Context: an optimization exercise on an open-source flow, tuned for small area. The choices shown serve that exercise and are no tape-out recipe.
The RTL was checked by simulation tests, not by an equivalence proof against the original design.
Power and IR drop assume default switching activity.

==> flow/design.v <==
module LandauController (
    input  wire clk,
    input  wire rst,
    input  wire rx,
    output wire tx
);
    reg  [10:0] presc;
    wire        tick = presc[10] & presc[9] & presc[7] & presc[6] & presc[2] & presc[1] & presc[0];
    wire [2:0]  ph   = presc[2:0];
    wire        win  = (presc[10:3] == 8'd0);
    always @(posedge clk or posedge rst)
        if (rst) presc <= 11'd0;
        else     presc <= tick ? 11'd0 : presc + 11'd1;
    reg [3:0] rxbit;
    reg [1:0] rxsub;
    wire rx_idle = (rxbit == 4'd9);
    wire rsamp   = tick & (rxsub == 2'd1) & ~rx_idle;    
    wire rdata   = rsamp & ~rxbit[3];                    
    wire rend    = rsamp & (rxbit == 4'd8);              
    always @(posedge clk or posedge rst)
        if (rst)
            rxbit <= 4'd9;
        else if (rx_idle) begin
            if (!rx) rxbit <= 4'd15;
        end else if (tick) begin
            if (rend)               rxbit <= 4'd9;
            else if (rxsub == 2'd2) rxbit <= rxbit + 4'd1;
        end
    always @(posedge clk)
        if (rx_idle)
            rxsub <= 2'd0;
        else if (tick)
            rxsub <= (rxsub == 2'd2) ? 2'd0 : rxsub + 2'd1;
    localparam P_AA = 2'd0, P_PID = 2'd1, P_VAL = 2'd2, P_END = 2'd3;
    reg [1:0] ps;
    reg       mt;                   
    reg       p0, p1;               
    reg       f1, f2, f69;          
    reg [7:0] marks;
    reg       pv;                   
    reg [2:0] pl;                   
    reg       rtest;                
    wire [2:0] k = rxbit[2:0];
    reg  pat1, pat2, pat69;
    always @(*) begin
        case (k)
            3'd4:    pat1 = 1'b1;
            default: pat1 = 1'b0;
        endcase
        case (k)
            3'd5:    pat2 = 1'b1;
            default: pat2 = 1'b0;
        endcase
        case (k)
            3'd0, 3'd3, 3'd5, 3'd6: pat69 = 1'b1;
            default:                pat69 = 1'b0;
        endcase
    end
    wire        is69   = f69 & p0 & ~p1;
    wire        islane = f1 | f2;
    wire [2:0]  lane   = {f2, ~p1, ~p0};
    wire [7:0]  mnew   = marks | ({7'd0, islane} << lane);
    wire        fend   = rend & (ps == P_END) & mt;            
    wire        go     = fend & (is69 | (islane & (&mnew)));   
    reg  [2:0] txbyte;    
    reg  [3:0] txbit;     
    reg  [1:0] txsub;
    wire       hold = txbyte[2] & ~(txbyte[1] & txbyte[0] & txbit[3]);
    wire       endw = win & (ph == 3'd7);
    always @(posedge clk or posedge rst)
        if (rst) begin
            ps    <= P_AA;
            marks <= 8'd0;
            pv    <= 1'b0;
        end else begin
            if (rend) begin
                case (ps)
                    P_AA:    if (mt) ps <= P_PID;
                    P_PID:   ps <= P_VAL;
                    P_VAL:   ps <= P_END;
                    default: ps <= P_AA;
                endcase
            end
            if (fend & (islane | is69)) begin
                pv    <= 1'b1;
                marks <= go ? 8'd0 : mnew;
            end else if (pv & ~hold & endw)
                pv <= 1'b0;
        end
    always @(posedge clk) begin
        if (rx_idle)
            mt <= 1'b1;
        else if (rdata)
            mt <= mt & (rx == (k[0] ^ (ps == P_END)));
        if (rdata & (ps == P_PID)) begin
            if (k == 3'd0) begin
                p0 <= rx; f1 <= 1'b1; f2 <= 1'b1; f69 <= rx;
            end else if (k == 3'd1) begin
                p1 <= rx; f69 <= f69 & ~rx;
            end else begin
                f1  <= f1  & (rx == pat1);
                f2  <= f2  & (rx == pat2);
                f69 <= f69 & (rx == pat69);
            end
        end
        if (fend) pl <= lane;
        if (go)   rtest <= is69;
    end
    reg clr;    
    always @(posedge clk or posedge rst)
        if (rst)       clr <= 1'b1;
        else if (endw) clr <= 1'b0;
    reg [7:0] vl;                         
    wire vwr = (ps == P_VAL) & ~rxbit[3] & (rxsub == 2'd2) & win & (ph == k) & ~rx_idle;
    always @(posedge clk)
        vl <= {vwr ? rx : vl[0], vl[7:1]};
    wire wtest = is69 & (ps == P_AA);
    reg [7:0] ln [0:7];                   
    wire cw = pv & ~hold;
    genvar g;
    generate
        for (g = 0; g < 8; g = g + 1) begin : lanes
            wire we = cw & (wtest ? (g[1:0] == 2'd0) : (pl == g[2:0]));
            always @(posedge clk)
                ln[g] <= {clr ? 1'b0 : (we ? vl[0] : ln[g][0]), ln[g][7:1]};
        end
    endgenerate
    reg txr;
    reg qd1, qd2;                      
    assign tx = txr;
    wire [2:0] d = txbit[2:0];         
    reg  nbit;
    always @(*) begin
        case (txbyte)
            3'd2:    nbit = d[0];                                   
            3'd3:    nbit = rtest ? (d == 3'd1 || d == 3'd6)        
                                  : (d == 3'd0 || d == 3'd3 || d == 3'd5 || d == 3'd6);  
            3'd0:    nbit = ~d[0];                                  
            default: nbit = qd1;                                    
        endcase
    end
    always @(posedge clk or posedge rst)
        if (rst) begin
            txbyte <= 3'd1; txr <= 1'b1;
        end else if (tick) begin
            if (txbyte == 3'd1) begin
                if (go) begin
                    txbyte <= 3'd2; txr <= 1'b0;
                end
            end else if (txsub == 2'd2) begin
                if (txbit == 4'd9) begin
                    txbyte <= txbyte + 3'd1;
                    txr    <= (txbyte == 3'd0);
                end else
                    txr    <= (txbit == 4'd8) ? 1'b1 : nbit;
            end
        end
    always @(posedge clk)
        if (tick) begin
            if (txbyte == 3'd1) begin
                txbit <= 4'd0; txsub <= 2'd0;
            end else if (txsub == 2'd2) begin
                txsub <= 2'd0;
                txbit <= (txbit == 4'd9) ? 4'd0 : txbit + 4'd1;
            end else
                txsub <= txsub + 2'd1;
        end
    wire pass1 = ~txbyte[2] & txbyte[1];       
    wire pass2 = txbyte[2];                    
    wire step  = (pass1 | pass2) & ~txbit[3] & (txsub == 2'd1) & win & (ph == d);
    wire [4:0] i  = {txbyte[2] & txbyte[1], txbyte[0], d};
    wire [4:0] j  = i - 5'd1;
    wire i0   = (i == 5'd0);
    wire i16  = (i == 5'd16);
    wire ge17 = i[4] & (i[3:0] != 4'd0);
    wire m_lo1 = i[3] ? ln[1][0] : ln[0][0];
    wire m_hi1 = i[3] ? ln[3][0] : ln[2][0];
    wire m_lo2 = j[3] ? ln[5][7] : ln[4][7];
    wire m_hi2 = j[3] ? ln[7][7] : ln[6][7];
    reg cA, cB, sg1, sg2;
    reg [2:0] acc;
    wire x1  = i[4] ? m_hi1 : m_lo1;                          
    wire x2  = rtest ? i16 : (~i0 & (j[4] ? m_hi2 : m_lo2));  
    wire ca  = ~i0 & cA;
    wire s   = x1 ^ x2 ^ ca;
    wire coA = (x1 & x2) | (x1 & ca) | (x2 & ca);
    wire y1  = i[4] ? sg1 : m_hi1;                            
    wire y2  = ge17 ? sg2 : (j[4] ? m_lo2 : m_hi2);           
    wire h   = y1 ^ y2 ^ cB;
    wire coB = (y1 & y2) | (y1 & cB) | (y2 & cB);
    wire [2:0] u  = acc + {2'd0, qd2} + {2'd0, s};
    wire       q  = h ^ u[0];
    wire [2:0] vn = {1'b0, u[2:1]} + {2'd0, u[0] & ~h};
    wire [2:0] an = i0 ? 3'd0 : acc;
    reg  [2:0] acc_n;
    always @(*) begin
        case ({s, an})
            4'b0_000: acc_n = 3'd0;
            4'b0_001: acc_n = 3'd3;
            4'b0_010: acc_n = 3'd1;
            4'b0_011: acc_n = 3'd4;
            4'b0_100: acc_n = 3'd2;
            4'b1_000: acc_n = 3'd2;
            4'b1_001: acc_n = 3'd0;
            4'b1_010: acc_n = 3'd3;
            4'b1_011: acc_n = 3'd1;
            4'b1_100: acc_n = 3'd4;
            default:  acc_n = 3'd0;
        endcase
    end
    always @(posedge clk)
        if (step) begin
            cA  <= coA;
            sg1 <= i[4] ? sg1 : m_hi1;
            sg2 <= ge17 ? sg2 : y2;
            if (pass1) begin
                acc <= acc_n;
                qd1 <= 1'b0;
                qd2 <= 1'b0;
                if (i[3:0] == 4'd15) cB <= coA;
            end else begin
                acc <= vn;
                cB  <= coB;
                qd2 <= qd1;
                qd1 <= rtest ? s : q;
            end
        end
endmodule
Settings: LEC_CHECK=0, CAP_MARGIN=20, CORE_MARGIN=2, CORE_UTILIZATION=40, SLEW_MARGIN=20; clock period 20.0 ns.
run.sh (not shown) runs the stock make flow with config.mk's settings and CLKGATE_MAP_FILE= SYNTH_SCRIPT=/design/flow/synth_recipe.tcl, a recipe that flattens the netlist after the stock synthesis.
The first run went through all stages and came out clean.
Change:
CTS_BUF_LIST = sky130_fd_sc_hd__clkbuf_8   (was not set)
Setup slack degrades by 0.039 ns.
Final cell count stays the same.
Sequential power is about the same.
Total power decreases by 15%.
Synthesized cell count does not change.
Die area stays the same.
Wire length decreases by 1.7%.
Non-clock buffer count does not change.

-- what the ideal ports hide --
The flow's constraints put no driver on any port. The routed layouts listed below were extracted and timed again, unchanged, in two steps. Step 1, drivers: a clkbuf_16 drives clk and a buf_2 each remaining input, both assumed. Step 2 also shifts input and output timing later by t, the mid clock arrival at the registers, as if the neighbouring blocks saw the same clock. Three values: ideal ports, drivers, drivers and shift; two values: the first two.
run | t (ns) | setup slack, ns | worst register clock-pin slew, ns
the first run | 0.443 | 14.522 / 14.482 / 14.290 | 0.06 / 0.06
the second run | 0.470 | 14.483 / 14.449 / 14.314 | 0.09 / 0.09
After both steps every run listed still meets setup and hold. For the first run, which loses most, drivers alone change the setup slack by -0.040 ns; drivers and shift together by -0.232 ns.
